Background: an optimization exercise with open tools, aiming at a short achievable clock period and few clock cycles. Do not read the settings as production practice. No run shown here included a check of the RTL's function; only the layout flow was run. Power figures rest on the tool's default switching activity, not on a simulated workload.

$ cat flow/run.sh
#!/bin/bash
# Layout flow: the standard synthesis unchanged, then the standard ORFS
# layout steps with timing repair aimed well below the clock constraint
# (a larger setup margin and full TNS repair), so the achieved period is
# pushed down. Each step's full output goes to a log file here; ORFS also
# keeps its per-stage logs under orfs/logs.
set -euo pipefail
MARGIN=${FLOW_SETUP_MARGIN:-14.8}
bash standard.sh synth > flow_synth.log 2>&1
bash standard.sh SETUP_SLACK_MARGIN=$MARGIN TNS_END_PERCENT=100 finish > flow_layout.log 2>&1
$ cat design.v
module ALU (
    input  [31:0] alu_q,	 
    input  [31:0] ld_q,		 
    input  [31:0] ex_a,		 
    input  [31:0] ex_b,		 
    input         fa_alu, fa_ld, fb_alu, fb_ld,	 
    input         add, sub, usec, op_and, orr, eor, mov, mvn,
    input         c_in,		 
    output [31:0] opa,
    output [31:0] result,
    output [3:0]  nzcv
);
    assign opa = fa_alu ? alu_q : fa_ld ? ld_q : ex_a;
    wire [31:0] opb = fb_alu ? alu_q : fb_ld ? ld_q : ex_b;
    wire [31:0] bx  = sub ? ~opb : opb;
    wire        cin = usec ? c_in : sub;
    reg [31:0] g, p, gg, pp, gn, pn;
    reg [32:0] sum;
    integer i, l;
    always @(*) begin
        g = opa & bx;
        p = opa ^ bx;
        gg = g;
        pp = p;
        gg[0] = g[0] | (p[0] & cin);
        for (l = 0; l < 5; l = l + 1) begin
            for (i = 0; i < 32; i = i + 1) begin
                if (i >= (1 << l)) begin
                    gn[i] = gg[i] | (pp[i] & gg[i - (1 << l)]);
                    pn[i] = pp[i] & pp[i - (1 << l)];
                end else begin
                    gn[i] = gg[i];
                    pn[i] = pp[i];
                end
            end
            gg = gn;
            pp = pn;
        end
        sum[0] = p[0] ^ cin;
        for (i = 1; i < 32; i = i + 1)
            sum[i] = p[i] ^ gg[i - 1];
        sum[32] = gg[31];
    end
    wire        arith = add | sub;
    wire [31:0] logic_r = ({32{op_and}} & (opa & opb)) |
                          ({32{orr}} & (opa | opb)) |
                          ({32{eor}} & (opa ^ opb)) |
                          ({32{mov}} & opb) |
                          ({32{mvn}} & ~opb);
    assign result = arith ? sum[31:0] : logic_r;
    wire [31:0] zt = {opa[30:0] | bx[30:0], cin};
    wire z_arith = &(~(opa ^ bx ^ zt));
    wire z_logic = ~|logic_r;
    assign nzcv[3] = result[31];
    assign nzcv[2] = arith ? z_arith : z_logic;
    assign nzcv[1] = arith ? (sum[32] ^ sub) : mvn;
    assign nzcv[0] = arith & ((result[31] ^ opa[31]) & ~(opa[31] ^ bx[31]));
endmodule
module FetchStage (
    input  [31:0] inst,		 
    input  [7:0]  pcw,		 
    input         pc_last,	 
    input  [3:0]  flags,	 
    input         stable,	 
    input  [7:0]  early_w,	 
    input         allow,	 
    output        take,		 
    output        near,
    output [7:0]  nxt_w		 
);
    function cond_ok;
        input [3:0] c;
        input [3:0] f;
        begin
            case (c)
                4'd0:  cond_ok = f[2];
                4'd1:  cond_ok = ~f[2];
                4'd2:  cond_ok = f[1];
                4'd3:  cond_ok = ~f[1];
                4'd4:  cond_ok = f[3];
                4'd5:  cond_ok = ~f[3];
                4'd6:  cond_ok = f[0];
                4'd7:  cond_ok = ~f[0];
                4'd8:  cond_ok = f[1] & ~f[2];
                4'd9:  cond_ok = ~f[1] & f[2];
                4'd10: cond_ok = f[3] == f[0];
                4'd11: cond_ok = f[3] != f[0];
                4'd12: cond_ok = ~f[2] & (f[3] == f[0]);
                4'd13: cond_ok = f[2] | (f[3] != f[0]);
                default: cond_ok = 1'b1;
            endcase
        end
    endfunction
    reg [7:0] g, p, gg, pp, gn, pn;
    reg [8:0] sum;
    integer i, l;
    always @(*) begin
        g = pcw & inst[7:0];
        p = pcw ^ inst[7:0];
        gg = g;
        gg[0] = g[0] | p[0];
        pp = p;
        for (l = 0; l < 3; l = l + 1) begin
            for (i = 0; i < 8; i = i + 1) begin
                if (i >= (1 << l)) begin
                    gn[i] = gg[i] | (pp[i] & gg[i - (1 << l)]);
                    pn[i] = pp[i] & pp[i - (1 << l)];
                end else begin
                    gn[i] = gg[i];
                    pn[i] = pp[i];
                end
            end
            gg = gn;
            pp = pn;
        end
        sum[0] = ~p[0];
        for (i = 1; i < 8; i = i + 1)
            sum[i] = p[i] ^ gg[i - 1];
        sum[8] = gg[7];
    end
    assign near = (sum[8] == inst[7]) & ~pc_last;
    wire isbr = (inst[27:26] == 2'b10) & ~inst[24];
    wire pred = stable ? cond_ok(inst[31:28], flags) :
                ((inst[31:28] >= 4'd14) | inst[7]);
    assign take = isbr & pred;
    assign nxt_w = (take & allow) ? sum[7:0] : early_w;
endmodule
module HazardDetectionUnit (
    input  [31:0] ir,
    input         valid,
    input  [14:0] sa, s2, sd,	 
    input  [14:0] pending,
    input         ld_done,
    input  [3:0]  ld_dest,
    input         ex_ld_go,
    input         ex_wr,
    input  [3:0]  ex_dest,
    input         q_full,	 
    input         q_near,	 
    input         ex_mem,
    output        stall
);
    wire [3:0] opc = ir[24:21];
    wire m00 = ir[27:26] == 2'b00;
    wire m01 = ir[27:26] == 2'b01;
    wire is_mem = m01 & (opc == 4'b0100);
    wire is_ld  = is_mem & ir[20];
    wire is_st  = is_mem & ~ir[20];
    wire o_mov = m00 & (opc == 4'b1101);
    wire o_mvn = m00 & (opc == 4'b1111);
    wire d_wb = (m00 & (opc == 4'b1101 || opc == 4'b1111 || opc == 4'b0100 ||
                        opc == 4'b0101 || opc == 4'b0010 || opc == 4'b0110 ||
                        opc == 4'b1100 || opc == 4'b0001 ||
                        (opc == 4'b0000 && ir != 32'hE000_0000))) | is_ld;
    wire [3:0] rn = ir[19:16];
    wire [3:0] rd = ir[15:12];
    wire [3:0] rm = ir[3:0];
    wire [3:0] r2 = is_st ? rd : rm;
    wire use_a = (m00 & ~o_mov & ~o_mvn) | is_mem;
    wire use_m = (m00 & ~ir[25]) | is_st;
    wire breg = m00 & ~ir[25];
    wire bshift = breg & ~ir[4] & (ir[11:7] != 5'd0);
    reg [14:0] busy;
    integer i;
    always @(*)
        for (i = 0; i < 15; i = i + 1)
            busy[i] = (pending[i] & ~(ld_done & (ld_dest == i))) | (ex_ld_go & (ex_dest == i));
    wire haz = (use_a & |(sa & busy)) | (use_m & |(s2 & busy)) | (d_wb & |(sd & busy));
    wire memfull = is_mem & (q_full | (q_near & ex_mem));
    wire shdep = bshift & ((ex_wr & (ex_dest == rm)) | (ld_done & (ld_dest == rm)));
    assign stall = valid & (haz | memfull | shdep);
endmodule
module ARM
	(
		CLK,
		RST,
		INST_ADDR,
		INST_DATA,
		SRAM_ADDR,
		SRAM_WE_N,
		SRAM_DQ_OUT,
		SRAM_DQ_IN
	);
input			CLK;
input			RST;
output	[31:0]	INST_ADDR;
input	[31:0]	INST_DATA;
output	[17:0]	SRAM_ADDR;
output			SRAM_WE_N;
output	[15:0]	SRAM_DQ_OUT;
input	[15:0]	SRAM_DQ_IN;
	function cond_ok;
		input [3:0] c;
		input [3:0] f;	 
		begin
			case (c)
				4'd0:  cond_ok = f[2];
				4'd1:  cond_ok = ~f[2];
				4'd2:  cond_ok = f[1];
				4'd3:  cond_ok = ~f[1];
				4'd4:  cond_ok = f[3];
				4'd5:  cond_ok = ~f[3];
				4'd6:  cond_ok = f[0];
				4'd7:  cond_ok = ~f[0];
				4'd8:  cond_ok = f[1] & ~f[2];
				4'd9:  cond_ok = ~f[1] & f[2];
				4'd10: cond_ok = f[3] == f[0];
				4'd11: cond_ok = f[3] != f[0];
				4'd12: cond_ok = ~f[2] & (f[3] == f[0]);
				4'd13: cond_ok = f[2] | (f[3] != f[0]);
				default: cond_ok = 1'b1;
			endcase
		end
	endfunction
	integer i;
	reg [31:0] pc;
	reg        id_valid;
	reg        ex_valid;
	reg [14:0] rf_set;			 
	reg [3:0]  flags;			 
	reg [14:0] pending;			 
	reg        wb_alu_v, wb_ld_v;	 
	reg        act_v;
	reg        sram_we_n_q;
	localparam QD = 4;
	localparam QW = 3;
	reg [QW-1:0] q_cnt;
	reg [31:0] rf [0:14];
	reg [31:0] id_ir, id_pc, id_pc4;
	reg [14:0] id_sa, id_s2, id_sd;	 
	reg        id_pred, id_near;
	reg [3:0]  ex_cond;
	reg        ex_wb, ex_setf, ex_ld, ex_st, ex_br, ex_pred;
	reg [3:0]  ex_dest;
	reg        ex_add, ex_sub, ex_usec, ex_and, ex_orr, ex_eor, ex_mov, ex_mvn;
	reg [31:0] ex_b;
	reg [18:0] ex_imm_adj;
	reg        ex_early;		 
	reg [31:0] ex_a, ex_m;
	reg        ex_fa_alu, ex_fa_ld, ex_fm_alu, ex_fm_ld, ex_fb_alu, ex_fb_ld;
	reg [31:0] ex_alt_pc;
	reg [31:0] alu_q;			 
	reg [31:0] ld_q;			 
	reg [3:0]  wb_alu_d, wb_ld_d;
	reg        act_ph, act_ld;
	reg [3:0]  act_dest;
	reg [15:0] act_hi, act_lo;
	reg [17:0] sram_addr_q;
	reg [15:0] sram_dq_q;
	reg        q_ld [0:QD-1];
	reg [17:0] q_h [0:QD-1];
	reg [31:0] q_d [0:QD-1];
	reg [3:0]  q_dest [0:QD-1];
	wire [31:0] id_tgt = id_pc4 + {{22{id_ir[7]}}, id_ir[7:0], 2'b00};
	assign INST_ADDR   = pc;
	assign SRAM_ADDR   = sram_addr_q;
	assign SRAM_DQ_OUT = sram_dq_q;
	assign SRAM_WE_N   = sram_we_n_q;
	wire ex_pass = cond_ok(ex_cond, flags);
	wire [31:0] opa, result;
	wire [3:0]  nzcv;
	ALU alu (
		.alu_q(alu_q), .ld_q(ld_q), .ex_a(ex_a), .ex_b(ex_b),
		.fa_alu(ex_fa_alu), .fa_ld(ex_fa_ld), .fb_alu(ex_fb_alu), .fb_ld(ex_fb_ld),
		.add(ex_add), .sub(ex_sub), .usec(ex_usec), .op_and(ex_and), .orr(ex_orr),
		.eor(ex_eor), .mov(ex_mov), .mvn(ex_mvn), .c_in(flags[1]),
		.opa(opa), .result(result), .nzcv(nzcv)
	);
	wire [31:0] opm = ex_fm_alu ? alu_q : ex_fm_ld ? ld_q : ex_m;
	wire ex_do    = ex_valid & ex_pass;
	wire ex_wr    = ex_do & ex_wb & ~ex_ld;
	wire ex_redir = ex_valid & ex_br & (ex_pass != ex_pred);
	wire z_next = (ex_valid & ex_pass & ex_setf) ? nzcv[2] : flags[2];
	wire id_zbr = id_valid & is_br & (id_ir[31:29] == 3'b000);
	wire id_ztk = id_ir[28] ^ z_next;
	wire id_br_pred = id_zbr ? id_ztk : id_pred;	 
	wire id_redir = id_valid & is_br & ~ex_redir &
	                ((id_br_pred != id_pred) | (id_pred & ~id_near));
	wire [31:0] id_redir_pc = id_br_pred ? id_tgt : id_pc4;
	wire [18:0] maddr = opa[18:0] + ex_imm_adj;
	wire        iss_v = ex_do & (ex_st | (ex_ld & ~ex_early));
	wire early_abort = ex_valid & ex_ld & ex_early & ~ex_pass;
	wire ld_done   = act_v & act_ph & act_ld;
	wire sram_free = ~act_v | act_ph;
	wire q_pop     = sram_free & (q_cnt != 0);
	wire direct    = sram_free & (q_cnt == 0) & iss_v;
	wire q_push    = iss_v & ~direct;
	wire [QW-1:0] q_cnt_p = q_cnt - q_pop;
	wire [31:0] ld_word = {SRAM_DQ_IN, act_lo};
	wire [3:0] opc = id_ir[24:21];
	wire m00 = id_ir[27:26] == 2'b00;
	wire m01 = id_ir[27:26] == 2'b01;
	wire m10 = id_ir[27:26] == 2'b10;
	wire is_mem = m01 & (opc == 4'b0100);
	wire is_ld  = is_mem & id_ir[20];
	wire is_st  = is_mem & ~id_ir[20];
	wire is_br  = m10 & ~id_ir[24];
	wire o_mov = m00 & (opc == 4'b1101);
	wire o_mvn = m00 & (opc == 4'b1111);
	wire o_add = m00 & (opc == 4'b0100);
	wire o_adc = m00 & (opc == 4'b0101);
	wire o_sub = m00 & (opc == 4'b0010);
	wire o_sbc = m00 & (opc == 4'b0110);
	wire o_and = m00 & (opc == 4'b0000);
	wire o_orr = m00 & (opc == 4'b1100);
	wire o_eor = m00 & (opc == 4'b0001);
	wire o_cmp = m00 & (opc == 4'b1010);
	wire o_tst = m00 & (opc == 4'b1000);
	wire d_wb = o_mov | o_mvn | o_add | o_adc | o_sub | o_sbc | o_orr | o_eor |
	            (o_and & (id_ir != 32'hE000_0000)) | is_ld;
	wire [3:0] rn = id_ir[19:16];
	wire [3:0] rd = id_ir[15:12];
	wire [3:0] rm = id_ir[3:0];
	wire [3:0] r2 = is_st ? rd : rm;
	wire breg = m00 & ~id_ir[25];					 
	wire [4:0] samt = id_ir[4] ? 5'd0 : id_ir[11:7];
	wire bshift = breg & (samt != 5'd0);			 
	reg [31:0] rf_a, rf_m;
	always @(*) begin
		rf_a = 32'b0;
		rf_m = 32'b0;
		for (i = 0; i < 15; i = i + 1) begin
			rf_a = rf_a | ({32{id_sa[i]}} & (rf_set[i] ? rf[i] : i));
			rf_m = rf_m | ({32{id_s2[i]}} & (rf_set[i] ? rf[i] : i));
		end
	end
	wire [31:0] rd_a = (wb_alu_v && wb_alu_d == rn) ? alu_q :
	                   (wb_ld_v && wb_ld_d == rn) ? ld_q : rf_a;
	wire [31:0] rd_m = (wb_alu_v && wb_alu_d == r2) ? alu_q :
	                   (wb_ld_v && wb_ld_d == r2) ? ld_q : rf_m;
	wire ex_ld_go = ex_do & ex_ld;
	wire id_stall;
	HazardDetectionUnit hdu (
		.ir(id_ir), .valid(id_valid), .sa(id_sa), .s2(id_s2), .sd(id_sd), .pending(pending),
		.ld_done(ld_done), .ld_dest(act_dest), .ex_ld_go(ex_ld_go),
		.ex_wr(ex_wr), .ex_dest(ex_dest),
		.q_full(q_cnt >= QD), .q_near(q_cnt == QD - 1),
		.ex_mem(ex_valid & (ex_ld | ex_st)), .stall(id_stall)
	);
	reg [31:0] shifted;
	always @(*) begin
		case (id_ir[6:5])
			2'b00: shifted = rd_m << samt;
			2'b11: shifted = ({rd_m, rd_m} >> samt);
			default: shifted = rd_m >> samt;
		endcase
	end
	wire [63:0] rot_src = {24'b0, id_ir[7:0], 24'b0, id_ir[7:0]};
	wire [63:0] rot_sh = rot_src >> {id_ir[11:8], 1'b0};
	wire [31:0] imm12 = {{20{id_ir[11]}}, id_ir[11:0]};
	wire [31:0] imm_adj = imm12 - 32'd1024;
	wire early = id_valid & is_ld & ~id_stall & ~ex_redir & sram_free & (q_cnt == 0) &
	             ~(ex_valid & (ex_ld | ex_st)) &
	             ~(ex_wr & (ex_dest == rn)) & ~(ld_done & (act_dest == rn));
	wire [18:0] early_addr = rd_a[18:0] + imm_adj[18:0];
	function [14:0] onehot;
		input [3:0] r;
		onehot = 15'b1 << r;
	endfunction
	wire f_st = (INST_DATA[27:26] == 2'b01) & (INST_DATA[24:21] == 4'b0100) & ~INST_DATA[20];
	wire [14:0] f_sa = onehot(INST_DATA[19:16]);
	wire [14:0] f_sd = onehot(INST_DATA[15:12]);
	wire [14:0] f_s2 = f_st ? f_sd : onehot(INST_DATA[3:0]);
	wire [31:0] pc4 = pc + 32'd4;
	wire f_stable = ~(id_valid & id_ir[20]) & ~(ex_valid & ex_setf & ex_pass);
	wire [31:0] pc_early = ex_redir ? ex_alt_pc : id_redir ? id_redir_pc :
	                       id_stall ? pc : pc4;
	wire f_allow = ~ex_redir & ~id_redir & ~id_stall;
	wire f_take, f_near;
	wire [7:0] f_nxt;
	FetchStage fs (
		.inst(INST_DATA), .pcw(pc[9:2]), .pc_last(&pc[9:2]),
		.flags(flags), .stable(f_stable), .early_w(pc_early[9:2]), .allow(f_allow),
		.take(f_take), .near(f_near), .nxt_w(f_nxt)
	);
	always @(posedge CLK or posedge RST) begin
		if (RST) begin
			pc <= 32'b0;
			id_valid <= 1'b0;
			ex_valid <= 1'b0;
			rf_set <= 15'b0;
			flags <= 4'b0;
			pending <= 15'b0;
			wb_alu_v <= 1'b0;
			wb_ld_v <= 1'b0;
			act_v <= 1'b0;
			sram_we_n_q <= 1'b1;
			q_cnt <= 0;
		end else begin
			pc <= {pc_early[31:10], f_nxt, pc_early[1:0]};
			if (ex_redir | id_redir)
				id_valid <= 1'b0;
			else if (!id_stall)
				id_valid <= 1'b1;
			ex_valid <= id_valid & ~id_stall & ~ex_redir;
			if (ex_do & ex_setf)
				flags <= nzcv;
			wb_alu_v <= ex_wr;
			wb_ld_v <= ld_done;
			for (i = 0; i < 15; i = i + 1)
				if ((wb_alu_v && wb_alu_d == i) || (wb_ld_v && wb_ld_d == i))
					rf_set[i] <= 1'b1;
			for (i = 0; i < 15; i = i + 1) begin
				if (ex_ld_go && ex_dest == i)
					pending[i] <= 1'b1;
				else if (ld_done && act_dest == i)
					pending[i] <= 1'b0;
			end
			if (early_abort) begin
				act_v <= 1'b0;
				sram_we_n_q <= 1'b1;
			end else if (sram_free) begin
				if (q_cnt != 0) begin
					act_v <= 1'b1;
					sram_we_n_q <= q_ld[0];
				end else if (iss_v) begin
					act_v <= 1'b1;
					sram_we_n_q <= ex_ld;
				end else if (early) begin
					act_v <= 1'b1;
					sram_we_n_q <= 1'b1;
				end else begin
					act_v <= 1'b0;
					sram_we_n_q <= 1'b1;
				end
			end
			q_cnt <= q_cnt_p + q_push;
		end
	end
	always @(posedge CLK) begin
		if (!id_stall) begin
			id_ir <= INST_DATA;
			id_pc <= pc;
			id_pred <= f_take;
			id_near <= f_near;
			id_pc4 <= pc4;
			id_sa <= f_sa;
			id_s2 <= f_s2;
			id_sd <= f_sd;
		end
		ex_cond <= id_ir[31:28];
		ex_wb <= d_wb;
		ex_setf <= id_ir[20];
		ex_ld <= is_ld;
		ex_st <= is_st;
		ex_br <= is_br;
		ex_pred <= id_br_pred;
		ex_dest <= rd;
		ex_add <= o_add | o_adc | is_mem;
		ex_sub <= o_sub | o_sbc | o_cmp;
		ex_usec <= o_adc | o_sbc;
		ex_and <= o_and | o_tst;
		ex_orr <= o_orr;
		ex_eor <= o_eor;
		ex_mov <= o_mov;
		ex_mvn <= o_mvn;
		ex_b <= breg ? shifted : is_mem ? imm12 : rot_sh[31:0];
		ex_imm_adj <= imm_adj[18:0];
		ex_early <= early;
		ex_a <= rd_a;
		ex_m <= rd_m;
		ex_fa_alu <= ex_wr & (ex_dest == rn);
		ex_fm_alu <= ex_wr & (ex_dest == r2);
		ex_fa_ld <= ld_done & (act_dest == rn);
		ex_fm_ld <= ld_done & (act_dest == r2);
		ex_fb_alu <= breg & ~bshift & ex_wr & (ex_dest == rm);
		ex_fb_ld <= breg & ~bshift & ld_done & (act_dest == rm);
		ex_alt_pc <= id_br_pred ? id_pc4 : id_tgt;
		alu_q <= result;
		if (wb_alu_v && wb_alu_d != 4'd15)
			rf[wb_alu_d] <= alu_q;
		if (wb_ld_v && wb_ld_d != 4'd15 && !(wb_alu_v && wb_alu_d == wb_ld_d))
			rf[wb_ld_d] <= ld_q;
		wb_alu_d <= ex_dest;
		wb_ld_d <= act_dest;
		if (ld_done)
			ld_q <= ld_word;
		if (sram_free) begin
			act_ph <= 1'b0;
			if (q_cnt != 0) begin
				act_ld <= q_ld[0]; act_dest <= q_dest[0];
				sram_addr_q <= q_h[0]; sram_dq_q <= q_d[0][15:0]; act_hi <= q_d[0][31:16];
			end else if (iss_v) begin
				act_ld <= ex_ld; act_dest <= ex_dest;
				sram_addr_q <= maddr[18:1]; sram_dq_q <= opm[15:0]; act_hi <= opm[31:16];
			end else begin
				act_ld <= 1'b1; act_dest <= rd;
				sram_addr_q <= early_addr[18:1];
			end
		end else begin
			act_ph <= 1'b1;
			sram_addr_q <= sram_addr_q + 18'd1;
			sram_dq_q <= act_hi;
			act_lo <= SRAM_DQ_IN;
		end
		for (i = 0; i < QD; i = i + 1) begin
			if (q_push && q_cnt_p == i) begin
				q_ld[i] <= ex_ld; q_h[i] <= maddr[18:1]; q_d[i] <= opm; q_dest[i] <= ex_dest;
			end else if (q_pop && i < QD - 1) begin
				q_ld[i] <= q_ld[i+1]; q_h[i] <= q_h[i+1]; q_d[i] <= q_d[i+1]; q_dest[i] <= q_dest[i+1];
			end
		end
	end
endmodule
$ cat config.mk
export PLATFORM = sky130hd
export DESIGN_NAME = ARM
export DESIGN_NICKNAME = ARM
export VERILOG_FILES = /design/flow/design.v
export SDC_FILE = /design/flow/constraint.sdc
export NUM_CORES = 4
export LEC_CHECK = 0
export ABC_CLOCK_PERIOD_IN_PS = 10000
export CAP_MARGIN = 20
export CORE_MARGIN = 2
export CORE_UTILIZATION = 40
export SETUP_SLACK_MARGIN = 3
export SLEW_MARGIN = 20
export SYNTH_HIERARCHICAL = 1
$ cat constraint.sdc
create_clock -name core_clock -period 20.0 [get_ports {CLK}]
set_input_delay 4.0000 -clock core_clock [delete_from_list [all_inputs] [get_ports {CLK}]]
set_output_delay 4.0000 -clock core_clock [all_outputs]
set_load 0.01 [all_outputs]
$ cat standard.sh
#!/bin/bash
# synth_recipe.tcl (not shown) runs the flow's synth.tcl, then flattens the netlist and writes it again
# the make line also repeats each setting of config.mk as NAME=value (left out here)
make -C /OpenROAD-flow-scripts/flow DESIGN_CONFIG=/design/flow/config.mk WORK_HOME=/design/flow/orfs CLKGATE_MAP_FILE= SYNTH_SCRIPT=/design/flow/synth_recipe.tcl "${@:-finish}"
==> summary.txt, run 1 <==
Ys Warns -> 14
Peak Freq -> 175 MHz
Syn Area/Cell -> 10.4 um^2
Top cells by area, synth -> edfxtp_1 (37%), mux2_2 (8.4%), dfxtp_1 (6.3%), nand2_1 (3.5%), ha_1 (3.5%)
CP top delay family -> flip-flops
Initial Util -> 40.1%
Gr usage total -> 33.7%
Layout cells sized above 1 -> 22.2%
Largest net degree at the start of global routing -> 87
CTS tree -> yes
Clk Latency, worst-skew pair -> 830 ps
Max Cap Viol -> 0
GP Congestion -> 1.02
Asr flop ratio synth -> 6.25%
Drt via density -> 6.69
H-tree Lvls -> 4
Final hold violations -> 0
Final setup viols -> 0
WL/cell -> 33.8 um
Final min period -> 5710 ps
Routed wire length -> 325 mm
Crit-path cells -> buf_6
Slew Viols, Final -> 0
Antenna violations before repair -> 9
R2R depth -> 20
Startpoint Class -> register
Worst VDD drop -> 0.0000941 V
Flop2flop setup slack -> 14520 ps
Leak -> 32.3 nW
IO Port Bufs -> 116
CP peak stage delay -> 720 ps
Outcome -> no timing/DRC/antenna violations
Register area share after synthesis -> 45.6%
# IOs -> 117
Worst Path Buf+Inv -> 1
Synth top area share -> 36.7%
Die H -> 432 um
Clock sinks -> 1200
CP max FO -> 2
Ys flop type -> edfxtp_1
Cell total after placement -> 9161
Post-synth EDFFs -> 896
Pwr dens -> 137 nW/um^2
WHS -> 375 ps
Area delta synth->final -> 15.4%
CORE AREA -> 182000 um^2
Worst EP arrival -> 1710 ps
Critical-path top delay cell -> dfstp_2
Setup crit end kind -> output pin
Hold path startpoint -> id_pc4[0]$_DFFE_PN_
Worst r2r src -> ex_fb_ld$_DFF_P_
Die ar. -> 186000 um^2
Initial DRT Pass Iterations -> 10
# DRC -> 0
Routed Antenna Nets -> 0
Root buffer cell -> clkbuf_16
RSZ-0062 raised after global routing -> yes
Vias in the first global route -> 61200
Syn Inst Count -> 7068
Die Span X -> 432 um
Slew headroom -> 15.2%
Total chip power -> 11.6 mW
TritonCTS buffer count -> 140
Row count -> 157
Final core occ -> 46.3%
Slew @ Worst Pin -> 1260 ps
Via count -> 64400
CTS Buffer Depth -> 3
Post-route insts no fill -> 9626
WS Path Type -> reg2out
First-pass GRT wire length -> 455 mm
Fin nets -> 7377
Fin crit share -> 28.6%
Type of the worst min-delay path -> reg2reg
Worst-path clk slew -> 60 ps
Synth cell types -> 115
R2R Path End -> pc[9]$_DFF_PP0_
Synthesized Nets -> 7329
Congestion Overflow GR -> 0
Synthesized flop and latch total -> 1200
CP Data Required Time -> 16000 ps
Hold Path Sink -> ex_alt_pc[0]$_DFF_P_
Yosys top cell by area -> edfxtp_1
Hpwl dp -> 206 mm
1st-iter DRT viols -> 10700
Post-Syn Area -> 73200 um^2
Hold path cells -> 0
Setup TNS -> 0 ps
Worst clock skew -> 79.4 ps
## power breakdown
part           switching [mW]  internal [mW]
Sequential              0.409           3.48
Clock                    1.14           1.45
Combinational            3.29           1.78
Total                    4.84           6.71
## repair_timing
item	CTS	global route
pin swaps	23	41
buffers inserted	137	45
gates cloned	12	4
endpoints found under the setup margin	195	170
hold buffers	0	0
resized for setup	533	111
## synth_stat cells, types with 74 or more instances
library cell / n
edfxtp_1: 896
nand2_1: 686
mux2_2: 544
clkbuf_1: 508
o21ai_0: 466
nor2_1: 323
a22oi_1: 297
a21oi_1: 261
inv_1: 233
dfxtp_1: 229
mux2i_1: 223
ha_1: 205
nand3_1: 180
xnor2_1: 177
nand4_1: 112
nor3_1: 88
o211ai_1: 85
a222oi_1: 82
xor2_1: 82
nand2b_1: 78
dfrtp_1: 74
## stage by stage
step	setup WS, ps	instance area, um^2
floorplan	14370	73300
global placement	12880	77000
detailed placement	13220	77000
CTS	14270	83600
global route	14300	84500
finish	14290	84500
## layer usage
layer / up-vias / wire length (um) / share of wire (%) / global-route usage, %
met4: 4 / 24200 / 7.4 / 20.1
met2: 4755 / 138000 / 42 / 49.9
li1: 26900 / - / - / -
met3: 1118 / 38800 / 12 / 8.43
met1: 31500 / 125000 / 38 / 44.4
met5: - / 23 / 0.0071 / 0
## flip-flops by register name, summed over array words and instances (netlist names), 32 cells and up
| name | count |
|---|---|
| ex_m | 32 |
| ex_alt_pc | 32 |
| q_d | 128 |
| q_h | 72 |
| rf | 480 |
| ld_q | 32 |
| id_ir | 32 |
| ex_b | 32 |
| id_pc4 | 32 |
| pc | 32 |
| ex_a | 32 |
| alu_q | 32 |
## per-module statistics from Yosys, one instance, submodules excluded
module / cell area, um^2 / cells / times used
HazardDetectionUnit: 1360 / 203 / 1
ALU: 7150 / 1013 / 1
FetchStage: 654 / 83 / 1
ARM: 64100 / 5769 / 1
## cells by family (layout without fill, tap and decap cells)
logic type | after synthesis | count (layout) | synth area share (%)
multiplexers | 839 | 839 | 13.4
XOR/XNOR | 261 | 261 | 3.16
other | 0 | 7 | 0
flip-flops | 1200 | 1200 | 45.6
AO/OA/AOI/OAI | 1897 | 1897 | 17.8
buffers and inverters | 843 | 1007 | 4.50
adder cells (fa/ha/maj) | 211 | 211 | 3.67
AND/OR/NAND/NOR | 1817 | 1819 | 11.9
## worst max path at each step
stage	slack, ps	start	cells past startpoint	endpoint
4_1_cts	14270	sram_we_n_q$_DFFE_PP1P_	1	SRAM_WE_N
2_1_floorplan	14370	INST_DATA[0]	10	id_near$_DFFE_PN_
3_5_place_dp	13220	ex_fb_alu$_DFF_P_	23	pc[10]$_DFFE_PP0P_
6_report	14290	sram_we_n_q$_DFFE_PP1P_	1	SRAM_WE_N
3_3_place_gp	12880	INST_DATA[12]	4	id_s2[0]$_DFFE_PN_
5_1_grt	14300	sram_we_n_q$_DFFE_PP1P_	1	SRAM_WE_N
## cells in the final DEF (no fill, tap or decap), types with 82 or more instances in the layout
master | synthesis | routed
xor2_1 | 82 | 82
nor3_1 | 88 | 84
o211ai_1 | 85 | 85
a22oi_1 | 297 | 292
nand3_1 | 180 | 173
edfxtp_1 | 896 | 896
buf_4 | 11 | 328
ha_1 | 205 | 201
nor2_1 | 323 | 312
inv_1 | 233 | 227
xnor2_1 | 177 | 176
a222oi_1 | 82 | 82
mux2i_1 | 223 | 202
nand2_1 | 686 | 664
mux2_2 | 544 | 535
dfxtp_1 | 229 | 198
clkbuf_16 | 0 | 144
nand4_1 | 112 | 112
a21oi_1 | 261 | 240
o21ai_0 | 466 | 431
## area by class of cell
cell class | instances | area [um^2]
Fill cell | 16800 | 98000
Timing Repair Buffer | 507 | 4710
Clock inverter | 83 | 837
Tap cell | 2385 | 2980
Sequential cell | 1200 | 33500
Multi-Input combinational cell | 5027 | 37800
Clock buffer | 177 | 3720
Antenna cell | 7 | 17.5
Inverter | 240 | 922
==> inputs of run 2 (changes only) <==
--- a/design.v
+++ b/design.v
@@ -221,7 +221,7 @@
 	reg [14:0] pending;			 
 	reg        wb_alu_v, wb_ld_v;	 
 	reg        act_v;
-	reg        sram_we_n_q;
+	reg        sram_we_q;			 
 	localparam QD = 4;
 	localparam QW = 3;
 	reg [QW-1:0] q_cnt;
@@ -234,7 +234,7 @@
 	reg [3:0]  ex_dest;
 	reg        ex_add, ex_sub, ex_usec, ex_and, ex_orr, ex_eor, ex_mov, ex_mvn;
 	reg [31:0] ex_b;
-	reg [18:0] ex_imm_adj;
+	reg [18:0] ex_imm_adj, ex_imm_adj2;
 	reg        ex_early;		 
 	reg [31:0] ex_a, ex_m;
 	reg        ex_fa_alu, ex_fa_ld, ex_fm_alu, ex_fm_ld, ex_fb_alu, ex_fb_ld;
@@ -245,7 +245,8 @@
 	reg        act_ph, act_ld;
 	reg [3:0]  act_dest;
 	reg [15:0] act_hi, act_lo;
-	reg [17:0] sram_addr_q;
+	reg [17:0] sram_addr_q;		 
+	reg [17:0] sram_addr_hi;		 
 	reg [15:0] sram_dq_q;
 	reg        q_ld [0:QD-1];
 	reg [17:0] q_h [0:QD-1];
@@ -255,7 +256,7 @@
 	assign INST_ADDR   = pc;
 	assign SRAM_ADDR   = sram_addr_q;
 	assign SRAM_DQ_OUT = sram_dq_q;
-	assign SRAM_WE_N   = sram_we_n_q;
+	assign SRAM_WE_N   = ~sram_we_q;
 	wire ex_pass = cond_ok(ex_cond, flags);
 	wire [31:0] opa, result;
 	wire [3:0]  nzcv;
@@ -278,6 +279,7 @@
 	                ((id_br_pred != id_pred) | (id_pred & ~id_near));
 	wire [31:0] id_redir_pc = id_br_pred ? id_tgt : id_pc4;
 	wire [18:0] maddr = opa[18:0] + ex_imm_adj;
+	wire [18:0] maddr2 = opa[18:0] + ex_imm_adj2;	 
 	wire        iss_v = ex_do & (ex_st | (ex_ld & ~ex_early));
 	wire early_abort = ex_valid & ex_ld & ex_early & ~ex_pass;
 	wire ld_done   = act_v & act_ph & act_ld;
@@ -353,6 +355,7 @@
 	             ~(ex_valid & (ex_ld | ex_st)) &
 	             ~(ex_wr & (ex_dest == rn)) & ~(ld_done & (act_dest == rn));
 	wire [18:0] early_addr = rd_a[18:0] + imm_adj[18:0];
+	wire [18:0] early_addr2 = rd_a[18:0] + (imm_adj[18:0] + 19'd2);
 	function [14:0] onehot;
 		input [3:0] r;
 		onehot = 15'b1 << r;
@@ -384,7 +387,7 @@
 			wb_alu_v <= 1'b0;
 			wb_ld_v <= 1'b0;
 			act_v <= 1'b0;
-			sram_we_n_q <= 1'b1;
+			sram_we_q <= 1'b0;
 			q_cnt <= 0;
 		end else begin
 			pc <= {pc_early[31:10], f_nxt, pc_early[1:0]};
@@ -408,20 +411,20 @@
 			end
 			if (early_abort) begin
 				act_v <= 1'b0;
-				sram_we_n_q <= 1'b1;
+				sram_we_q <= 1'b0;
 			end else if (sram_free) begin
 				if (q_cnt != 0) begin
 					act_v <= 1'b1;
-					sram_we_n_q <= q_ld[0];
+					sram_we_q <= ~q_ld[0];
 				end else if (iss_v) begin
 					act_v <= 1'b1;
-					sram_we_n_q <= ex_ld;
+					sram_we_q <= ~ex_ld;
 				end else if (early) begin
 					act_v <= 1'b1;
-					sram_we_n_q <= 1'b1;
+					sram_we_q <= 1'b0;
 				end else begin
 					act_v <= 1'b0;
-					sram_we_n_q <= 1'b1;
+					sram_we_q <= 1'b0;
 				end
 			end
 			q_cnt <= q_cnt_p + q_push;
@@ -456,6 +459,7 @@
 		ex_mvn <= o_mvn;
 		ex_b <= breg ? shifted : is_mem ? imm12 : rot_sh[31:0];
 		ex_imm_adj <= imm_adj[18:0];
+		ex_imm_adj2 <= imm_adj[18:0] + 19'd2;
 		ex_early <= early;
 		ex_a <= rd_a;
 		ex_m <= rd_m;
@@ -479,17 +483,19 @@
 			act_ph <= 1'b0;
 			if (q_cnt != 0) begin
 				act_ld <= q_ld[0]; act_dest <= q_dest[0];
-				sram_addr_q <= q_h[0]; sram_dq_q <= q_d[0][15:0]; act_hi <= q_d[0][31:16];
+				sram_addr_q <= q_h[0]; sram_addr_hi <= q_h[0] + 18'd1;
+				sram_dq_q <= q_d[0][15:0]; act_hi <= q_d[0][31:16];
 			end else if (iss_v) begin
 				act_ld <= ex_ld; act_dest <= ex_dest;
-				sram_addr_q <= maddr[18:1]; sram_dq_q <= opm[15:0]; act_hi <= opm[31:16];
+				sram_addr_q <= maddr[18:1]; sram_addr_hi <= maddr2[18:1];
+				sram_dq_q <= opm[15:0]; act_hi <= opm[31:16];
 			end else begin
 				act_ld <= 1'b1; act_dest <= rd;
-				sram_addr_q <= early_addr[18:1];
+				sram_addr_q <= early_addr[18:1]; sram_addr_hi <= early_addr2[18:1];
 			end
 		end else begin
 			act_ph <= 1'b1;
-			sram_addr_q <= sram_addr_q + 18'd1;
+			sram_addr_q <= sram_addr_hi;
 			sram_dq_q <= act_hi;
 			act_lo <= SRAM_DQ_IN;
 		end
==> flow/run.sh (replaced) <==
#!/bin/bash
# Layout flow: the standard synthesis unchanged, then the standard ORFS
# layout steps with timing repair aimed well below the clock constraint
# (a larger setup margin and full TNS repair), sizing not held to the cell
# footprint, and port buffers of a stronger cell, so the achieved period is
# pushed down. Each step's full output goes to a log file here; ORFS also
# keeps its per-stage logs under orfs/logs.
set -euo pipefail
MARGIN=${FLOW_SETUP_MARGIN:-14.8}
bash standard.sh synth > flow_synth.log 2>&1
bash standard.sh SETUP_SLACK_MARGIN=$MARGIN TNS_END_PERCENT=100 MATCH_CELL_FOOTPRINT=0 \
  "BUFFER_PORTS_ARGS=-buffer_cell sky130_fd_sc_hd__buf_4" finish > flow_layout.log 2>&1
==> run 2 against run 1 <==
Against the previous run:
- global-route usage rose by 0.37 points
- die area rose by 4.0%
- still clean on timing, DRC and antenna
- first-iteration DRC count rose by 0.92%
- hold slack improved by 5.6 ps
- highest routed layer unchanged
- largest cell class unchanged
- flip-flop and latch count rose by 31
- combinational power rose by 11%
==> summary.txt, run 2 <==
R2R Path End -> pc[26]$_DFFE_PP0P_
Logic pwr share -> 45.9%
Antenna violations before repair -> 21
Clock sinks -> 1231
Synthesized Nets -> 7878
Top cells by area, synth -> edfxtp_1 (36%), mux2_2 (8.2%), dfxtp_1 (6.4%), nand2_1 (4.2%), ha_1 (4.0%)
Die Span X -> 440 um
Largest net degree at the start of global routing -> 87
Post-synth EDFFs -> 914
# hold bufs at CTS -> 0
Flop2flop setup slack -> 14400 ps
Root buffer cell -> clkbuf_16
Routed Antenna Nets -> 0
Outcome -> no timing/DRC/antenna violations
Final min period -> 5600 ps
Fill count -> 17600
Row count -> 160
Internal cell power -> 7.03 mW
Vias in the first global route -> 63900
Most flop-heavy register -> rf
Type of the worst min-delay path -> reg2reg
CORE AREA -> 190000 um^2
Gr usage total -> 34.1%
Syn Area/Cell -> 10.1 um^2
Synthesized flop and latch total -> 1231
GP Congestion -> 1.02
Clk Latency, worst-skew pair -> 840 ps
Total chip power -> 12.3 mW
Worst EP arrival -> 6310 ps
Area after DPL -> 79800 um^2
Setup crit end kind -> register
WS Path Type -> reg2reg
# DRC -> 0
Post-Syn Area -> 76200 um^2
Slew @ Worst Pin -> 1240 ps
Switching share of power -> 43.0%
Hpwl dp -> 219 mm
Most instantiated library cell after synthesis -> edfxtp_1
Leak -> 33.5 nW
CP top delay family -> simple AND/OR/NAND/NOR gates
# IOs -> 117
Drt via density -> 6.66
Synth top area share -> 36.0%
CTS tree -> yes
Initial Util -> 40.1%
IO Port Bufs -> 116
CP max FO -> 13
Switching power total -> 5.31 mW
Max FFs per register -> 480
CTS Buffer Depth -> 3
Pre-CTS WS -> 12860 ps
Initial DRT Pass Iterations -> 14
Commonest cells after routing, fill and taps aside -> edfxtp_1 (914), nand2_1 (838), mux2_2 (546)
Syn Inst Count -> 7579
Ys Warns -> 14
WL/cell -> 33.5 um
Critical-path top delay cell -> a222oi_1
H-tree Lvls -> 4
First-pass GRT wire length -> 478 mm
Final hold violations -> 0
TritonCTS buffer count -> 138
Routed wire length -> 342 mm
PnR worst setup slack -> 14400 ps
Worst VDD drop -> 0.0000995 V
Worst-path clk slew -> 60 ps
Worst r2r src -> ex_fa_ld$_DFF_P_
Fin crit share -> 28.0%
Register area share after synthesis -> 44.8%
Yosys top cell by area -> edfxtp_1
Slew Viols, Final -> 0
Worst clock skew -> 43.4 ps
Fin nets -> 7873
Max Cap Viol -> 0
CP Data Required Time -> 20710 ps
Slew headroom -> 17.5%
Via count -> 68100
R2R depth -> 24
Die ar. -> 194000 um^2
Ys flop type -> edfxtp_1
Top cells by count, synth -> edfxtp_1 (914), nand2_1 (860), mux2_2 (553)
Top flop regs -> rf: 480 flops, q_d: 128 flops, q_h: 72 flops
RSZ-0062 raised after global routing -> yes
Crit-path cells -> buf_12 -> buf_4 -> mux2i_1 -> o21a_1 -> inv_1 -> ha_1 -> a222oi_1 -> nand4_1 -> or3_4 -> or4_4 -> nor4_4 -> a21o_2 -> buf_12 -> nor3b_1 -> o211a_1 -> nor3_1 -> or4_4 -> buf_12 -> nand2_8 -> buf_4 -> nor2_4 -> buf_4 -> nand2_1 -> o31ai_1
Final setup viols -> 0
WHS -> 380 ps
Asr flop ratio synth -> 6.09%
Setup TNS -> 0 ps
Synth cell types -> 124
Hold path cells -> 0
Hold path startpoint -> id_pc4[1]$_DFFE_PN_
1st-iter DRT viols -> 10800
Hold Path Sink -> ex_alt_pc[1]$_DFF_P_
Die H -> 440 um
Sequential share of power -> 32.6%
Commonest non-fill, non-tap cell in the layout -> edfxtp_1
CP peak stage delay -> 470 ps
Worst Path Buf+Inv -> 7
Peak Freq -> 178 MHz
Congestion Overflow GR -> 0
Pwr dens -> 141 nW/um^2
Design area -> 87300 um^2
Startpoint Class -> register
Layout cells sized above 1 -> 21.1%
Area delta synth->final -> 14.5%
Clock power share -> 21.5%
run 2: changes by cell type after synthesis, moves of 25 or more:
cell,delta
buf_1,+29
a31oi_1,+39
nor3_1,+45
xnor2_1,+25
nand2_1,+174
mux2i_1,-27
mux4_2,-46
a22oi_1,+31
nor2_1,+31
ha_1,+36
run 2: final cells by class:
class | instances | area, um^2 | share of cell area [%]
Inverter | 242 | 962 | 1.10
Antenna cell | 9 | 22.5 | 0.0258
Multi-Input combinational cell | 5465 | 39700 | 45.5
Sequential cell | 1231 | 34300 | 39.2
Clock inverter | 77 | 800 | 0.916
Tap cell | 2511 | 3140 | 3.60
Timing Repair Buffer | 496 | 4500 | 5.16
Clock buffer | 180 | 3840 | 4.40
run 2: through the flow:
stage,util [%],instances
3_3_place_gp,42.0,9777
3_5_place_dp,42.0,9777
5_1_grt,46.0,10200
4_1_cts,45.6,10200
6_report,46.0,10200
2_1_floorplan,-,7579
run 2: cell families (layout without fill, tap and decap cells):
kind of cell	count (synthesis)	after routing	synth area share (%)
simple gates	2098	2100	13.1
compound gates	2045	2045	18.6
other cells	0	9	0
flops	1231	1231	44.8
fa+ha+maj	249	249	4.17
xor+xnor	299	299	3.48
mux	772	772	11.2
buf+inv	885	995	4.63
run 2: worst max-delay path by stage:
| stage | start | endpoint | slack (ps) | cells past startpoint |
|---|---|---|---|---|
| after global placement | ex_fb_alu$_DFF_P_ | pc[10]$_DFFE_PP0P_ | 12970 | 21 |
| after global routing | ex_fb_ld$_DFF_P_ | pc[26]$_DFFE_PP0P_ | 14220 | 24 |
| after detailed placement | ex_fb_alu$_DFF_P_ | pc[10]$_DFFE_PP0P_ | 12860 | 20 |
| final | ex_fa_ld$_DFF_P_ | pc[26]$_DFFE_PP0P_ | 14400 | 24 |
| after CTS | pc[24]$_DFFE_PP0P_ | INST_ADDR[24] | 14520 | 1 |
| after floorplan | INST_DATA[0] | id_near$_DFFE_PN_ | 14370 | 10 |
run 2: power by group through the flow:
| stage | Clock [mW] | Sequential [mW] | Combinational (mW) |
|---|---|---|---|
| 3_5_place_dp | 0 | 4.08 | 5.15 |
| 6_report | 2.66 | 4.02 | 5.66 |
| 3_3_place_gp | 0 | 4.07 | 5.11 |
| 4_1_cts | 2.68 | 4.00 | 5.44 |
| 5_1_grt | 2.76 | 4.06 | 5.95 |
| 2_1_floorplan | 0 | 3.88 | 3.20 |
run 2: routing by layer:
layer | global-route usage, % | share of wire (%) | up-vias
li1 | - | - | 28600
met5 | 0.422 | 0.084 | -
met1 | 44.6 | 39 | 33200
met3 | 10.0 | 12 | 1243
met4 | 18.9 | 6.4 | 26
met2 | 50.3 | 43 | 5000
run 2: what timing repair did:
item / CTS / global route
cloned: 10 / 2
endpoints found under the setup margin: 309 / 225
setup buffers: 107 / 48
pin swaps: 41 / 25
gates resized for setup: 289 / 75
run 2: Yosys stat by module (local to each module, per instance):
module               cells  cell area [um^2]  copies in the design
ALU                   1013              7150                     1
ARM                   6280             67000                     1
HazardDetectionUnit    203              1360                     1
FetchStage              83               654                     1
==> inputs of run 3 (changes only) <==
--- a/design.v
+++ b/design.v
@@ -56,6 +56,27 @@
     assign nzcv[1] = arith ? (sum[32] ^ sub) : mvn;
     assign nzcv[0] = arith & ((result[31] ^ opa[31]) & ~(opa[31] ^ bx[31]));
 endmodule
+module ZeroFlag (
+    input  [31:0] alu_q, ld_q, ex_a, ex_b,
+    input         fa_alu, fa_ld, fb_alu, fb_ld,
+    input         add, sub, usec, op_and, orr, eor, mov, mvn,
+    input         c_in,
+    output        z
+);
+    wire [31:0] opa = fa_alu ? alu_q : fa_ld ? ld_q : ex_a;
+    wire [31:0] opb = fb_alu ? alu_q : fb_ld ? ld_q : ex_b;
+    wire [31:0] bx  = sub ? ~opb : opb;
+    wire        cin = usec ? c_in : sub;
+    wire [31:0] logic_r = ({32{op_and}} & (opa & opb)) |
+                          ({32{orr}} & (opa | opb)) |
+                          ({32{eor}} & (opa ^ opb)) |
+                          ({32{mov}} & opb) |
+                          ({32{mvn}} & ~opb);
+    wire [31:0] zt = {opa[30:0] | bx[30:0], cin};
+    wire z_arith = &(~(opa ^ bx ^ zt));
+    wire z_logic = ~|logic_r;
+    assign z = (add | sub) ? z_arith : z_logic;
+endmodule
 module FetchStage (
     input  [31:0] inst,		 
     input  [7:0]  pcw,		 
@@ -222,8 +243,8 @@
 	reg        wb_alu_v, wb_ld_v;	 
 	reg        act_v;
 	reg        sram_we_q;			 
-	localparam QD = 4;
-	localparam QW = 3;
+	localparam QD = 3;
+	localparam QW = 2;
 	reg [QW-1:0] q_cnt;
 	reg [31:0] rf [0:14];
 	reg [31:0] id_ir, id_pc, id_pc4;
@@ -271,7 +292,14 @@
 	wire ex_do    = ex_valid & ex_pass;
 	wire ex_wr    = ex_do & ex_wb & ~ex_ld;
 	wire ex_redir = ex_valid & ex_br & (ex_pass != ex_pred);
-	wire z_next = (ex_valid & ex_pass & ex_setf) ? nzcv[2] : flags[2];
+	wire ex_z;
+	ZeroFlag zf (
+		.alu_q(alu_q), .ld_q(ld_q), .ex_a(ex_a), .ex_b(ex_b),
+		.fa_alu(ex_fa_alu), .fa_ld(ex_fa_ld), .fb_alu(ex_fb_alu), .fb_ld(ex_fb_ld),
+		.add(ex_add), .sub(ex_sub), .usec(ex_usec), .op_and(ex_and), .orr(ex_orr),
+		.eor(ex_eor), .mov(ex_mov), .mvn(ex_mvn), .c_in(flags[1]), .z(ex_z)
+	);
+	wire z_next = (ex_valid & ex_pass & ex_setf) ? ex_z : flags[2];
 	wire id_zbr = id_valid & is_br & (id_ir[31:29] == 3'b000);
 	wire id_ztk = id_ir[28] ^ z_next;
 	wire id_br_pred = id_zbr ? id_ztk : id_pred;	 
@@ -366,9 +394,8 @@
 	wire [14:0] f_s2 = f_st ? f_sd : onehot(INST_DATA[3:0]);
 	wire [31:0] pc4 = pc + 32'd4;
 	wire f_stable = ~(id_valid & id_ir[20]) & ~(ex_valid & ex_setf & ex_pass);
-	wire [31:0] pc_early = ex_redir ? ex_alt_pc : id_redir ? id_redir_pc :
-	                       id_stall ? pc : pc4;
-	wire f_allow = ~ex_redir & ~id_redir & ~id_stall;
+	wire [31:0] pc_early = ex_redir ? ex_alt_pc : id_stall ? pc : pc4;
+	wire f_allow = ~ex_redir & ~id_stall;
 	wire f_take, f_near;
 	wire [7:0] f_nxt;
 	FetchStage fs (
@@ -390,7 +417,7 @@
 			sram_we_q <= 1'b0;
 			q_cnt <= 0;
 		end else begin
-			pc <= {pc_early[31:10], f_nxt, pc_early[1:0]};
+			pc <= id_redir ? id_redir_pc : {pc_early[31:10], f_nxt, pc_early[1:0]};
 			if (ex_redir | id_redir)
 				id_valid <= 1'b0;
 			else if (!id_stall)
==> run 3 against run 2 <==
Against the previous run:
- cell count is 5.5% higher
- global-route usage rose by 2.6 points
- via count rose by 5.9%
- synthesized cell count increased by 7.7%
- sequential power down 5.2%
- clock skew up 19 ps
- setup slack got worse by 7.0 ps
- critical path depth down 21
- critical endpoint is now SRAM_WE_N
==> summary.txt, run 3 <==
Outcome -> no timing/DRC/antenna violations
Startpoint Class -> register
Ys Warns -> 14
First-pass GRT wire length -> 520 mm
Die H -> 446 um
Post-synth EDFFs -> 859
Post-route insts no fill -> 10800
Largest net degree at the start of global routing -> 93
GP Congestion -> 1.02
Pwr dens -> 140 nW/um^2
Clock sinks -> 1175
H-tree Lvls -> 4
Yosys top cell by area -> edfxtp_1
Root buffer cell -> clkbuf_16
CP max FO -> 2
Final hold violations -> 0
Routed wire length -> 378 mm
RSZ-0062 raised after global routing -> yes
Gr usage total -> 36.7%
Synthesized flop and latch total -> 1175
# IOs -> 117
Worst-path clk slew -> 60 ps
Fin nets -> 8496
Crit-path cells -> buf_12 -> clkinv_4 -> buf_6
Type of the worst min-delay path -> reg2reg
CTS tree -> yes
Slew headroom -> 11.4%
Final setup viols -> 0
Setup TNS -> 0 ps
Slew Viols, Final -> 0
Area delta synth->final -> 13.2%
Switching power total -> 5.58 mW
Logic pwr share -> 48.4%
Total chip power -> 12.4 mW
TritonCTS buffer count -> 139
Clock power share -> 20.9%
Antenna violations before repair -> 33
Syn Inst Count -> 8163
Die Span X -> 446 um
Worst VDD drop -> 0.0000998 V
Fin crit share -> 28.1%
Worst clock skew -> 62.4 ps
Slew @ Worst Pin -> 1320 ps
Syn Area/Cell -> 9.58 um^2
Top flop regs -> rf: 480 flops, q_d: 96 flops, q_h: 54 flops
Setup crit end kind -> output pin
Drt via density -> 6.69
Synth top area share -> 33.0%
Most instantiated library cell after synthesis -> nand2_1
Sequential share of power -> 30.7%
WL/cell -> 35.1 um
CP Data Required Time -> 16000 ps
1st-iter DRT viols -> 12100
Clk Latency, worst-skew pair -> 830 ps
Leak -> 33.6 nW
CORE AREA -> 195000 um^2
Die ar. -> 199000 um^2
Initial DRT Pass Iterations -> 12
Max Cap Viol -> 0
Synthesized Nets -> 8554
WHS -> 375 ps
Initial Util -> 40.2%
Layout cells sized above 1 -> 16.5%
Vias in the first global route -> 67300
Synth cell types -> 120
Internal cell power -> 6.83 mW
Most flop-heavy register -> rf
Post-Syn Area -> 78200 um^2
Final core occ -> 45.5%
Final min period -> 5610 ps
Max FFs per register -> 480
Cell total after placement -> 10400
IO Port Bufs -> 116
Ys flop type -> edfxtp_1
Top cells by count, synth -> nand2_1 (993), edfxtp_1 (859), o21ai_0 (682)
Row count -> 162
CP peak stage delay -> 480 ps
Asr flop ratio synth -> 6.30%
Commonest cells after routing, fill and taps aside -> nand2_1 (989), edfxtp_1 (859), o21ai_0 (659)
CTS Buffer Depth -> 3
Via count -> 72100
Congestion Overflow GR -> 0
Peak Freq -> 178 MHz
# DRC -> 0
Routed Antenna Nets -> 0
Switching share of power -> 45.0%
Critical-path top delay cell -> dfrtp_4
Register area share after synthesis -> 41.6%
WS Path Type -> reg2out
Top cells by area, synth -> edfxtp_1 (33%), dfxtp_1 (6.2%), ha_1 (5.3%), nand2_1 (4.8%), o21ai_0 (4.4%)
Commonest non-fill, non-tap cell in the layout -> nand2_1
Hpwl dp -> 250 mm
Worst EP arrival -> 1610 ps
[run 3: what timing repair did]
| action | in CTS | in global routing |
|---|---|---|
| cloned | 2 | 3 |
| pin swaps | 4 | 23 |
| hold buffers | 0 | 0 |
| setup endpoints to repair | 265 | 222 |
| setup buffers | 58 | 28 |
| gates resized for setup | 205 | 113 |
[run 3: modules after synthesis (local to each module, per instance)]
module	copies in the design	flops+latches	area, um^2
ARM	1	1175	64600
ALU	1	0	7150
ZeroFlag	1	0	4410
HazardDetectionUnit	1	0	1360
FetchStage	1	0	654
[run 3: power by group through the flow]
| stage | Clock (mW) | Sequential [mW] | Combinational [mW] |
|---|---|---|---|
| 4_1_cts | 2.61 | 3.79 | 5.72 |
| 3_3_place_gp | 0 | 3.85 | 5.47 |
| 5_1_grt | 2.70 | 3.84 | 6.31 |
| 2_1_floorplan | 0 | 3.68 | 3.36 |
| 3_5_place_dp | 0 | 3.86 | 5.52 |
| 6_report | 2.60 | 3.81 | 6.00 |
[run 3: metal layers]
layer	GRT usage [%]	vias up	share of wire (%)
li1	-	30300	-
met1	45.7	34800	37
met2	53.9	5546	42
met3	11.4	1414	13
met4	26.1	12	8.9
met5	0	-	0.030
[run 3: path summary, 6_finish.rpt]
kind	startpoint	end	slack, ps	depth (start not counted)
max in group asynchronous	RST	flags[1]$_DFFE_PP0P_	15340	3
min reg2reg	id_pc4[1]$_DFFE_PN_	ex_alt_pc[1]$_DFF_P_	370	0
max reg2reg	id_s2[9]$_DFFE_PN_	ex_b[22]$_DFF_P_	14550	12
max	sram_we_q$_DFFE_PP0P_	SRAM_WE_N	14390	3
min	id_pc4[1]$_DFFE_PN_	ex_alt_pc[1]$_DFF_P_	370	0
min in group asynchronous	RST	rf_set[0]$_DFFE_PP0P_	3390	2
[run 3: final cells by class]
cell class,count,area [um^2]
flip-flops and latches,1175,32600
inverters,335,1290
repair buffers,467,4090
fillers,18500,106000
diodes,14,35.0
clock inverters,67,752
clock buffers,188,3800
multi-input cells,5987,42800
well taps,2542,3180
[run 3: logic make-up (layout without fill, tap and decap cells)]
logic type	count (synthesis)	after routing	synth area share, %
AOI/OAI and AO/OA	2270	2271	19.4
and+or+nand+nor	2354	2355	14.2
buffers and inverters	1003	1057	5.10
adders and majority gates	341	341	5.53
muxes	656	656	10.1
DFF	1175	1175	41.6
other	0	14	0
xor gates and xnor gates	364	364	4.11
[run 3: per-stage QoR]
| step | instance area [um^2] | worst slack (ps) |
|---|---|---|
| 2_1_floorplan | 78200 | 14380 |
| 3_3_place_gp | 82000 | 13310 |
| 3_5_place_dp | 82000 | 13320 |
| 4_1_cts | 87700 | 14340 |
| 5_1_grt | 88500 | 14370 |
| 6_report | 88500 | 14390 |
[run 3: worst max-delay path: cells and delay by family (launching register included)]
family | cells | cell delay [ps]
flops | 1 | 480
buf+inv | 3 | 300
==> inputs of run 4 (changes only) <==
--- a/design.v
+++ b/design.v
@@ -242,13 +242,14 @@
 	reg [14:0] pending;			 
 	reg        wb_alu_v, wb_ld_v;	 
 	reg        act_v;
-	reg        sram_we_q;			 
 	localparam QD = 3;
 	localparam QW = 2;
 	reg [QW-1:0] q_cnt;
 	reg [31:0] rf [0:14];
 	reg [31:0] id_ir, id_pc, id_pc4;
 	reg [14:0] id_sa, id_s2, id_sd;	 
+	reg [3:0]  id_r2;				 
+	reg        id_ba_alu, id_ba_ld, id_b2_alu, id_b2_ld;	 
 	reg        id_pred, id_near;
 	reg [3:0]  ex_cond;
 	reg        ex_wb, ex_setf, ex_ld, ex_st, ex_br, ex_pred;
@@ -266,6 +267,8 @@
 	reg        act_ph, act_ld;
 	reg [3:0]  act_dest;
 	reg [15:0] act_hi, act_lo;
+	reg [31:0] pc_o;
+	reg        sram_we_n_o;
 	reg [17:0] sram_addr_q;		 
 	reg [17:0] sram_addr_hi;		 
 	reg [15:0] sram_dq_q;
@@ -274,10 +277,10 @@
 	reg [31:0] q_d [0:QD-1];
 	reg [3:0]  q_dest [0:QD-1];
 	wire [31:0] id_tgt = id_pc4 + {{22{id_ir[7]}}, id_ir[7:0], 2'b00};
-	assign INST_ADDR   = pc;
+	assign INST_ADDR   = pc_o;
 	assign SRAM_ADDR   = sram_addr_q;
 	assign SRAM_DQ_OUT = sram_dq_q;
-	assign SRAM_WE_N   = ~sram_we_q;
+	assign SRAM_WE_N   = sram_we_n_o;
 	wire ex_pass = cond_ok(ex_cond, flags);
 	wire [31:0] opa, result;
 	wire [3:0]  nzcv;
@@ -341,7 +344,7 @@
 	wire [3:0] rn = id_ir[19:16];
 	wire [3:0] rd = id_ir[15:12];
 	wire [3:0] rm = id_ir[3:0];
-	wire [3:0] r2 = is_st ? rd : rm;
+	wire [3:0] r2 = id_r2;
 	wire breg = m00 & ~id_ir[25];					 
 	wire [4:0] samt = id_ir[4] ? 5'd0 : id_ir[11:7];
 	wire bshift = breg & (samt != 5'd0);			 
@@ -354,10 +357,8 @@
 			rf_m = rf_m | ({32{id_s2[i]}} & (rf_set[i] ? rf[i] : i));
 		end
 	end
-	wire [31:0] rd_a = (wb_alu_v && wb_alu_d == rn) ? alu_q :
-	                   (wb_ld_v && wb_ld_d == rn) ? ld_q : rf_a;
-	wire [31:0] rd_m = (wb_alu_v && wb_alu_d == r2) ? alu_q :
-	                   (wb_ld_v && wb_ld_d == r2) ? ld_q : rf_m;
+	wire [31:0] rd_a = id_ba_alu ? alu_q : id_ba_ld ? ld_q : rf_a;
+	wire [31:0] rd_m = id_b2_alu ? alu_q : id_b2_ld ? ld_q : rf_m;
 	wire ex_ld_go = ex_do & ex_ld;
 	wire id_stall;
 	HazardDetectionUnit hdu (
@@ -392,17 +393,22 @@
 	wire [14:0] f_sa = onehot(INST_DATA[19:16]);
 	wire [14:0] f_sd = onehot(INST_DATA[15:12]);
 	wire [14:0] f_s2 = f_st ? f_sd : onehot(INST_DATA[3:0]);
+	wire [3:0]  f_r2 = f_st ? INST_DATA[15:12] : INST_DATA[3:0];
+	wire [3:0]  nx_rn = id_stall ? rn : INST_DATA[19:16];
+	wire [3:0]  nx_r2 = id_stall ? r2 : f_r2;
 	wire [31:0] pc4 = pc + 32'd4;
 	wire f_stable = ~(id_valid & id_ir[20]) & ~(ex_valid & ex_setf & ex_pass);
 	wire [31:0] pc_early = ex_redir ? ex_alt_pc : id_stall ? pc : pc4;
 	wire f_allow = ~ex_redir & ~id_stall;
 	wire f_take, f_near;
+	wire [31:0] pc_next;
 	wire [7:0] f_nxt;
 	FetchStage fs (
 		.inst(INST_DATA), .pcw(pc[9:2]), .pc_last(&pc[9:2]),
 		.flags(flags), .stable(f_stable), .early_w(pc_early[9:2]), .allow(f_allow),
 		.take(f_take), .near(f_near), .nxt_w(f_nxt)
 	);
+	assign pc_next = id_redir ? id_redir_pc : {pc_early[31:10], f_nxt, pc_early[1:0]};
 	always @(posedge CLK or posedge RST) begin
 		if (RST) begin
 			pc <= 32'b0;
@@ -414,10 +420,9 @@
 			wb_alu_v <= 1'b0;
 			wb_ld_v <= 1'b0;
 			act_v <= 1'b0;
-			sram_we_q <= 1'b0;
 			q_cnt <= 0;
 		end else begin
-			pc <= id_redir ? id_redir_pc : {pc_early[31:10], f_nxt, pc_early[1:0]};
+			pc <= pc_next;
 			if (ex_redir | id_redir)
 				id_valid <= 1'b0;
 			else if (!id_stall)
@@ -436,28 +441,19 @@
 				else if (ld_done && act_dest == i)
 					pending[i] <= 1'b0;
 			end
-			if (early_abort) begin
+			if (early_abort)
 				act_v <= 1'b0;
-				sram_we_q <= 1'b0;
-			end else if (sram_free) begin
-				if (q_cnt != 0) begin
-					act_v <= 1'b1;
-					sram_we_q <= ~q_ld[0];
-				end else if (iss_v) begin
-					act_v <= 1'b1;
-					sram_we_q <= ~ex_ld;
-				end else if (early) begin
-					act_v <= 1'b1;
-					sram_we_q <= 1'b0;
-				end else begin
-					act_v <= 1'b0;
-					sram_we_q <= 1'b0;
-				end
-			end
+			else if (sram_free)
+				act_v <= (q_cnt != 0) | iss_v | early;
 			q_cnt <= q_cnt_p + q_push;
 		end
 	end
+	wire we_n_next = early_abort ? 1'b1 :
+	                 sram_free ? ((q_cnt != 0) ? q_ld[0] : iss_v ? ex_ld : 1'b1) :
+	                 act_ld;
 	always @(posedge CLK) begin
+		pc_o <= RST ? 32'b0 : pc_next;
+		sram_we_n_o <= RST | we_n_next;
 		if (!id_stall) begin
 			id_ir <= INST_DATA;
 			id_pc <= pc;
@@ -467,6 +463,7 @@
 			id_sa <= f_sa;
 			id_s2 <= f_s2;
 			id_sd <= f_sd;
+			id_r2 <= f_r2;
 		end
 		ex_cond <= id_ir[31:28];
 		ex_wb <= d_wb;
@@ -488,6 +485,10 @@
 		ex_imm_adj <= imm_adj[18:0];
 		ex_imm_adj2 <= imm_adj[18:0] + 19'd2;
 		ex_early <= early;
+		id_ba_alu <= ex_wr & (ex_dest == nx_rn);
+		id_ba_ld <= ld_done & (act_dest == nx_rn);
+		id_b2_alu <= ex_wr & (ex_dest == nx_r2);
+		id_b2_ld <= ld_done & (act_dest == nx_r2);
 		ex_a <= rd_a;
 		ex_m <= rd_m;
 		ex_fa_alu <= ex_wr & (ex_dest == rn);
@@ -519,6 +520,7 @@
 			end else begin
 				act_ld <= 1'b1; act_dest <= rd;
 				sram_addr_q <= early_addr[18:1]; sram_addr_hi <= early_addr2[18:1];
+				sram_dq_q <= opm[15:0];
 			end
 		end else begin
 			act_ph <= 1'b1;
==> run 4 against run 3 <==
Against the previous run:
- utilization increased by 0.11 points
- die area increased by 0.72%
- highest routed layer unchanged
- fmax increased by 4.5%
- flip-flop and latch count increased by 40
- combinational power decreased by 2%
- still clean on timing, DRC and antenna
- power increased by 0.10%
- critical path depth increased by 11
==> summary.txt, run 4 <==
Outcome -> no timing/DRC/antenna violations
WL/cell -> 34.1 um
RSZ-0062 raised after global routing -> yes
GP Congestion -> 1.03
First-pass GRT wire length -> 508 mm
Syn Inst Count -> 8075
Worst EP arrival -> 6010 ps
Critical-path top delay cell -> edfxtp_1
Worst setup path start -> id_s2[4]$_DFFE_PN_
WS Path Type -> reg2reg
Drt via density -> 6.65
Post-Syn Area -> 78800 um^2
Clock sinks -> 1215
Type of the worst min-delay path -> reg2reg
Most instantiated library cell after synthesis -> edfxtp_1
CTS Buffer Depth -> 3
Yosys top cell by area -> edfxtp_1
Area delta synth->final -> 13.0%
Asr flop ratio synth -> 6.01%
Commonest cells after routing, fill and taps aside -> edfxtp_1 (842), nand2_1 (723), nand3_1 (527)
Worst clock skew -> 49.2 ps
Routed wire length -> 365 mm
Peak Freq -> 186 MHz
CORE AREA -> 195000 um^2
Hold path cells -> 0
Final hold violations -> 0
Worst-path clk slew -> 60 ps
DR WL met2 -> 154 mm
Crit-path cells -> buf_4 -> nand3_1 -> nand4_1 -> nor4_2 -> nor2_1 -> a21boi_1 -> inv_1 -> mux2i_1 -> mux2_2 -> mux2i_1 -> a22oi_1 -> o21ai_1 -> a21oi_1 -> o32ai_1
Synth cell types -> 119
R2R depth -> 14
Root buffer cell -> clkbuf_16
Worst r2r src -> id_s2[4]$_DFFE_PN_
Layout cells sized above 1 -> 17.8%
Hold path startpoint -> id_pc4[0]$_DFFE_PN_
Routed Antenna Nets -> 0
Setup crit end kind -> register
CP Data Required Time -> 20640 ps
Flop2flop setup slack -> 14630 ps
1st-iter DRT viols -> 11300
Clk Latency, worst-skew pair -> 860 ps
# IOs -> 117
Synth top area share -> 32.1%
CP max FO -> 25
Congestion Overflow GR -> 0
Antenna violations before repair -> 21
Max Cap Viol -> 0
Die H -> 448 um
Top flop regs -> rf: 480 flops, q_d: 96 flops, q_h: 54 flops
Vias in the first global route -> 67100
Slew Viols, Final -> 0
Max FFs per register -> 480
Met1 WL -> 140 mm
Synthesized Nets -> 8466
Top cells by count, synth -> edfxtp_1 (842), nand2_1 (741), nand3_1 (533)
Final min period -> 5370 ps
Most flop-heavy register -> rf
CP peak stage delay -> 960 ps
Ys Warns -> 14
Worst VDD drop -> 0.000102 V
Post-synth EDFFs -> 842
Slew headroom -> 16.6%
Initial DRT Pass Iterations -> 12
Fin crit share -> 26.8%
Met3 WL -> 43.8 mm
Pwr dens -> 140 nW/um^2
Fill count -> 18200
Top Layer Used -> met5
Die Span X -> 448 um
Top cells by area, synth -> edfxtp_1 (32%), dfxtp_1 (7.6%), mux2_2 (6.5%), ha_1 (5.3%), mux2i_1 (3.6%)
Setup TNS -> 0 ps
-- run 4: kinds of logic after synthesis --
logic type | count (synthesis) | synth area share, %
buf+inv | 949 | 4.79
xor+xnor | 379 | 4.23
simple gates | 2468 | 15.2
flops | 1215 | 42.1
compound gates | 1820 | 15.4
fa+ha+maj | 341 | 5.49
mux | 903 | 12.9
-- run 4: worst max path at each step --
stage	to	slack, ps	cells past startpoint
floorplan	pc_o[4]$_SDFF_PP0_	14230	9
global placement	id_b2_ld$_DFF_P_	13610	8
detailed placement	id_b2_ld$_DFF_P_	13670	8
CTS	INST_ADDR[26]	14620	1
global route	INST_ADDR[26]	14640	1
finish	ex_b[29]$_DFF_P_	14630	14
-- run 4: where the power goes --
group	leakage [nW]	switching (mW)	internal (mW)
clock	2.23	1.17	1.50
sequential	11.4	0.406	3.43
combinational	20.5	3.96	1.94
total	34.2	5.54	6.88
-- run 4: modules after synthesis, one instance, submodules excluded --
module	cells	flops+latches
ARM	6298	1215
ALU	1013	0
ZeroFlag	478	0
HazardDetectionUnit	203	0
FetchStage	83	0
-- run 4: layer usage --
metal  vias to the layer above  global-route usage (%)
li1                      29900                       -
met1                     34900                    45.0
met2                      5092                    52.3
met3                      1402                    10.6
met4                        16                    21.3
met5                         -                       0
-- run 4: final cells by class --
type / count / area (um^2) / share of cell area, %
diodes: 15 / 37.5 / 0.0422
clock buffers: 181 / 3720 / 4.18
clock inverters: 77 / 951 / 1.07
inverters: 289 / 1110 / 1.24
multi-input cells: 5911 / 42900 / 48.2
flip-flops and latches: 1215 / 33300 / 37.4
well taps: 2624 / 3280 / 3.69
repair buffers: 422 / 3720 / 4.18
-- run 4: metrics by stage --
stage | util, % | worst slack, ps | area [um^2] | hold slack, ps | instances
floorplan | - | 14230 | 78800 | 348 | 8075
global placement | 42.4 | 13610 | 82800 | 353 | 10400
detailed placement | 42.4 | 13670 | 82800 | 369 | 10400
CTS | 45.1 | 14620 | 88100 | 383 | 10700
global route | 45.6 | 14640 | 88900 | 393 | 10700
finish | 45.6 | 14630 | 89000 | 381 | 10700
-- run 4: timing repair --
action                                  in CTS  in global routing
gates resized for setup                    199                111
setup buffers                                4                 29
cloned                                       0                  4
pin swaps                                    3                 21
endpoints found under the setup margin     274                149
-- run 4: critical path, delay by kind of cell (launching register included) --
family / cells / cell delay, ps
compound gates: 5 / 1440
buf+inv: 2 / 960
flops: 1 / 960
mux: 3 / 1060
simple gates: 4 / 660

Re-timed with assumed drivers on the ports (clkbuf_16 on the clock, buf_2 on other inputs), run 4 has 14.588 ns of setup slack against 14.632 ns with ideal ports, and 13.881 ns once port delays also move by the mid clock arrival of 0.925 ns.
